Context: an optimization exercise on an open-source flow, tuned for small area. The choices shown serve that exercise and are no tape-out recipe.
RTL that was checked went through simulation tests only; none was proved equivalent to the original.
The clock port is modelled as an ideal driver; clocking choices that lean on that would not hold on a real chip.
Power is estimated from default activity; no workload was simulated.

## rev 12
==> flow/design.v (excerpt) <==
module jt51(
    input               rst,     
    input               clk,     
    input               cen,     
    input               cen_p1,  
    input               cs_n,    
    input               wr_n,    
    input               a0,
    input       [7:0]   din,  
    output      [7:0]   dout,  
    output              ct1,
    output              ct2,
    output              irq_n,   
    output              sample,  
    output  signed  [15:0] left,
    output  signed  [15:0] right,
    output  signed  [15:0] xleft,
    output  signed  [15:0] xright,
    output  [15:0] dacleft,
    output  [15:0] dacright
);
Settings: LEC_CHECK=0, ABC_AREA=1, CAP_MARGIN=20, CORE_MARGIN=2, CORE_UTILIZATION=40, CTS_CLUSTER_DIAMETER=60, CTS_CLUSTER_SIZE=30, SLEW_MARGIN=20, SYNTH_MEMORY_MAX_BITS=65536; clock period 12.0 ns.
run.sh (not shown) runs the stock make flow with config.mk's settings and CLKGATE_MAP_FILE= SYNTH_SCRIPT=/design/flow/synth_recipe.tcl, a recipe that flattens the netlist after the stock synthesis.
In summary, rev 12 completed successfully, with a layout that passed the timing, DRC and antenna checks.
Changes in rev 13 relative to rev 12:
Settings: CTS_CLUSTER_SIZE no longer set, was 30; CTS_CLUSTER_DIAMETER no longer set, was 60.
==> flow/flow/run.sh (new file) <==
#!/bin/bash
# The standard layout (standard.sh), with one change: the clock tree is
# built without dummy loads (clock_tree_synthesis -dont_use_dummy_load) and
# with larger sink clusters. The make output goes to standard.log; ORFS
# writes each step's own log under orfs/logs/.
set -euo pipefail
export CTS_ARGS="-sink_clustering_enable -repair_clock_nets -dont_use_dummy_load -sink_clustering_size 30 -sink_clustering_max_diameter 60"
bash standard.sh finish > standard.log 2>&1
==> flow/standard.sh (new file) <==
#!/bin/bash
# synth_recipe.tcl (not shown) runs the flow's synth.tcl, then flattens the netlist and writes it again
# the make line also repeats each setting of config.mk as NAME=value (left out here)
make -C /OpenROAD-flow-scripts/flow DESIGN_CONFIG=/design/flow/config.mk WORK_HOME=/design/flow/orfs CLKGATE_MAP_FILE= SYNTH_SCRIPT=/design/flow/synth_recipe.tcl "${@:-finish}"
removed: flow/run.sh
==> comparison <==
Looking at the reports, rev 13 completed the entire flow and the layout it produced met the timing, DRC and antenna checks.
NOTE: critical path data required time in rev 13 falls short of that of rev 12
In terms of global-route usage, rev 12 and rev 13 differ only marginally.
Comparing rev 13 and rev 12, aggregate routed wire length is higher on rev 12.
In rev 13 relative to rev 12, power consumption had gone down by a few percent.
First-iteration DRC count was higher in the run labelled rev 13.
Arrival time reported for the critical path endpoint: rev 13 and rev 12 compared, higher one is rev 12
Delta (rev 13 minus rev 12): wire length of the first global-routing pass saw a decrease, sequential element share of the synthesized area saw little to no change.
Between rev 13 and rev 12, the highest clock frequency the design can meet does not differ in any meaningful way.
Summary of the comparison: cell count is lower in rev 13, relative to rev 12.
Compare rev 13 and rev 12 | static power due to leakage higher: rev 12
No run of this note included a check of the RTL's function; only the layout flow was run.


Another version of the RTL of jt51 (not shown whole).
Size: ~11000 cells after synthesis, roughly 4000 flip-flops, roughly 120 I/O pins, about 130000 µm² of cells after synthesis.
==> flow/config.mk <==
export PLATFORM = sky130hd
export DESIGN_NAME = jt51
export DESIGN_NICKNAME = jt51
export VERILOG_FILES = /design/flow/design.v
export SDC_FILE = /design/flow/constraint.sdc
export NUM_CORES = 4
export LEC_CHECK = 0
export CAP_MARGIN = 20
export CORE_MARGIN = 2
export CORE_UTILIZATION = 40
export SLEW_MARGIN = 20
export SYNTH_MEMORY_MAX_BITS = 65536
==> flow/constraint.sdc <==
create_clock -name core_clock -period 12.0 [get_ports {clk}]
set_input_delay 2.4000 -clock core_clock [delete_from_list [all_inputs] [get_ports {clk}]]
set_output_delay 2.4000 -clock core_clock [all_outputs]
set_load 0.01 [all_outputs]
Stock flow here: none of the scripts above is used.
The first run finished with timing, DRC and antenna clean.
Edit:
CTS_BUF_LIST = sky130_fd_sc_hd__clkbuf_4 sky130_fd_sc_hd__clkbuf_8   (was default)
CTS_CLUSTER_SIZE = 20   (was default)
Setup slack is worse by 0.057 ns.
Fmax decreases by 0.57%.
Flip-flop and latch count does not change.
Via count goes up by 1.6%.
Die area stays the same.
Global-route usage rises by 0.19 points.
Count of clock-buffer cells in the layout climbs by 400.
Power goes down by 0.35%.


jt51, a different RTL version from the one above (not shown whole).
Size: roughly 12000 cells after synthesis, roughly 4000 flip-flops, ~130000 µm² of cells after synthesis.
==> flow/design.v (excerpt) <==
module jt51(
    input               rst,     
    input               clk,     
    input               cen,     
    input               cen_p1,  
    input               cs_n,    
    input               wr_n,    
    input               a0,
    input       [7:0]   din,  
    output      [7:0]   dout,  
    output              ct1,
    output              ct2,
    output              irq_n,   
    output              sample,  
    output  signed  [15:0] left,
    output  signed  [15:0] right,
    output  signed  [15:0] xleft,
    output  signed  [15:0] xright,
    output  [15:0] dacleft,
    output  [15:0] dacright
);
assign dacleft  = { ~xleft [15],  xleft[14:0] };
assign dacright = { ~xright[15], xright[14:0] };
wire            keyon_II;
wire            pg_rst_III;
reg [5:0] rcnt;
always @(posedge clk, posedge rst)
    if( rst )
        rcnt <= 6'd0;
    else if( cen_p1 && !rcnt[5] )
        rcnt <= rcnt + 6'd1;
wire v1  = rcnt != 6'd0;
wire v2  = rcnt >= 6'd2;
wire v3  = rcnt >= 6'd3;
wire v4  = rcnt >= 6'd4;
wire v8  = rcnt >= 6'd8;
wire v28 = rcnt >= 6'd28;
wire v31 = rcnt >= 6'd31;
wire v32 = rcnt[5];
wire r27 = rcnt == 6'd27;
wire r31 = rcnt == 6'd31;
wire [41:0] csrop_din, csrop_q;
wire [19:0] ph_din, ph_VII;
wire [ 9:0] ph_X_q;
wire [ 9:0] eg_din, eg_VII, eg_II, eg_VI;
wire [ 1:0] state_in_III, state_II;
wire        kon_din, kon_q, keyon_last_II, cnt_V0, cnt_out;
  ...
==> flow/config.mk <==
export PLATFORM = sky130hd
export DESIGN_NAME = jt51
export DESIGN_NICKNAME = jt51
export VERILOG_FILES = /design/flow/design.v
export SDC_FILE = /design/flow/constraint.sdc
export NUM_CORES = 4
export LEC_CHECK = 0
export ABC_AREA = 1
export CAP_MARGIN = 0
export CORE_MARGIN = 2
export CORE_UTILIZATION = 60
export SLEW_MARGIN = 0
export SYNTH_MEMORY_MAX_BITS = 65536
==> flow/constraint.sdc <==
create_clock -name core_clock -period 12.0 [get_ports {clk}]
set_input_delay 2.4000 -clock core_clock [delete_from_list [all_inputs] [get_ports {clk}]]
set_output_delay 2.4000 -clock core_clock [all_outputs]
set_load 0.01 [all_outputs]
standard.sh (not shown) runs the stock make flow with config.mk's settings and CLKGATE_MAP_FILE= SYNTH_SCRIPT=/design/flow/synth_recipe.tcl, a recipe that flattens the netlist after the stock synthesis.
==> flow/flow/run.sh <==
#!/bin/bash
# The standard layout (standard.sh), with one change: the clock tree is
# built without dummy loads (clock_tree_synthesis -dont_use_dummy_load) and
# with larger sink clusters. The make output goes to standard.log; ORFS
# writes each step's own log under orfs/logs/.
set -euo pipefail
export CTS_ARGS="-sink_clustering_enable -repair_clock_nets -dont_use_dummy_load -sink_clustering_size 32 -sink_clustering_max_diameter 50"
bash standard.sh finish > standard.log 2>&1
The first run went through all stages and came out clean.
Next try:
--- a/flow/flow/run.sh
+++ b/flow/flow/run.sh
@@ -6,3 +6,3 @@
 set -euo pipefail
-export CTS_ARGS="-sink_clustering_enable -repair_clock_nets -dont_use_dummy_load -sink_clustering_size 32 -sink_clustering_max_diameter 50"
+export CTS_ARGS="-sink_clustering_enable -repair_clock_nets -dont_use_dummy_load -sink_clustering_size 28 -sink_clustering_max_diameter 60"
 bash standard.sh finish > standard.log 2>&1
What happened: The changed run ran to the end with no violations; non-clock buffer count is unchanged; total power is lower by 1.9%; global-route usage is lower by 0.20 points; die area is unchanged; clock skew is lower by 0.013 ns; design area is lower by 0.74%; core utilization is lower by 0.48 points; final cell count is about the same; critical path depth is lower by 6; worst hold slack gets better by 0.050 ns; worst setup slack gets better by 0.062 ns.
Next try:
--- a/flow/flow/run.sh
+++ b/flow/flow/run.sh
@@ -6,3 +6,3 @@
 set -euo pipefail
-export CTS_ARGS="-sink_clustering_enable -repair_clock_nets -dont_use_dummy_load -sink_clustering_size 28 -sink_clustering_max_diameter 60"
+export CTS_ARGS="-sink_clustering_enable -repair_clock_nets -dont_use_dummy_load -sink_clustering_size 24 -sink_clustering_max_diameter 60"
 bash standard.sh finish > standard.log 2>&1
Settings changed: CAP_MARGIN 0 to 20, SLEW_MARGIN 0 to 20.
The changed run produced a clean layout.
Count of clock-buffer cells in the layout grows by 18.
Wire length grows by about 1.2%.
Die area is unchanged.
Design area grows by about 0.34%.
Setup slack loses 0.068 ns.
Via count grows by about 0.4%.
Non-clock buffer count is unchanged.
First-iteration DRC count grows by about 9%.
Synthesized cell count does not change.
Register-to-register slack loses 0.07 ns.


Starting RTL as in the previous note.
==> flow/design.v (excerpt) <==
module jt51(
    input               rst,     
    input               clk,     
    input               cen,     
    input               cen_p1,  
    input               cs_n,    
    input               wr_n,    
    input               a0,
    input       [7:0]   din,  
    output      [7:0]   dout,  
    output              ct1,
    output              ct2,
    output              irq_n,   
    output              sample,  
    output  signed  [15:0] left,
    output  signed  [15:0] right,
    output  signed  [15:0] xleft,
    output  signed  [15:0] xright,
    output  [15:0] dacleft,
    output  [15:0] dacright
);
Settings: LEC_CHECK=0, ABC_AREA=1, CAP_MARGIN=0, CORE_MARGIN=2, CORE_UTILIZATION=60, SLEW_MARGIN=0, SYNTH_MEMORY_MAX_BITS=65536; clock period 12.0 ns.
==> flow/flow/run.sh <==
#!/bin/bash
# The standard layout (standard.sh), with one change: the clock tree is
# built without dummy loads (clock_tree_synthesis -dont_use_dummy_load) and
# with larger sink clusters. The make output goes to standard.log; ORFS
# writes each step's own log under orfs/logs/.
set -euo pipefail
export CTS_ARGS="-sink_clustering_enable -repair_clock_nets -dont_use_dummy_load -sink_clustering_size 24 -sink_clustering_max_diameter 60"
bash standard.sh finish > standard.log 2>&1
Edit:
--- a/flow/flow/run.sh
+++ b/flow/flow/run.sh
@@ -7 +7 @@
-export CTS_ARGS="-sink_clustering_enable -repair_clock_nets -dont_use_dummy_load -sink_clustering_size 24 -sink_clustering_max_diameter 60"
+export CTS_ARGS="-sink_clustering_enable -repair_clock_nets -dont_use_dummy_load -sink_clustering_size 30 -sink_clustering_max_diameter 60"
=> The new run produced a clean layout. Non-clock buffer count is unchanged. Via count drops by 0.41%. Fmax drops by 0.98%. Sequential cell count is unchanged. Power fell by about 1.2%. Core utilization goes down by 0.26 points. First-iteration DRC count went down by 3.1%. Clock-buffer cell count drops by 22. Wire length falls by 1.6%.

-- re-timing with driven ports --
How much do the figures lean on ideal ports? The routed layouts below were timed once more, with nothing changed but the port constraints. Step 1: set_driving_cell puts a clkbuf_16 on clk and a buf_2 on each other input, an assumption about the parent block. Step 2 times the ports against the registers' clock, not the clock port: input delays grow and output delays shrink by t, the midpoint of the rising clock arrivals with the driver on. a / b / c = no drivers / after step 1 / after step 2; a / b = the first two.
run | shift t [ns] | setup WS [ns] | hold slack, ns | pins driven straight from the clock port
rev 12 | 0.975 | 1.951 / 1.951 / 1.951 | 0.293 / 0.293 / 0.293 | 1
rev 13 | 0.948 | 1.968 / 1.968 / 1.968 | 0.258 / 0.258 / 0.258 | 1
the first run of note 2 | 1.022 | 2.049 / 2.049 / 2.049 | 0.275 / 0.275 / 0.275 | 1
the second run of note 2 | 1.246 | 1.992 / 1.992 / 1.992 | 0.244 / 0.244 / 0.244 | 1
the first run of note 3 | 0.925 | 2.094 / 2.094 / 2.094 | 0.193 / 0.193 / 0.193 | 1
the second run of note 3 | 0.931 | 2.156 / 2.156 / 2.156 | 0.242 / 0.242 / 0.242 | 1
the third run of note 3 | 0.938 | 2.088 / 2.088 / 2.088 | 0.214 / 0.214 / 0.214 | 1
the first run of note 4 | 0.938 | 2.088 / 2.088 / 2.088 | 0.214 / 0.214 / 0.214 | 1
the second run of note 4 | 0.925 | 1.990 / 1.990 / 1.990 | 0.211 / 0.211 / 0.211 | 1
After both steps every run listed still meets setup and hold.
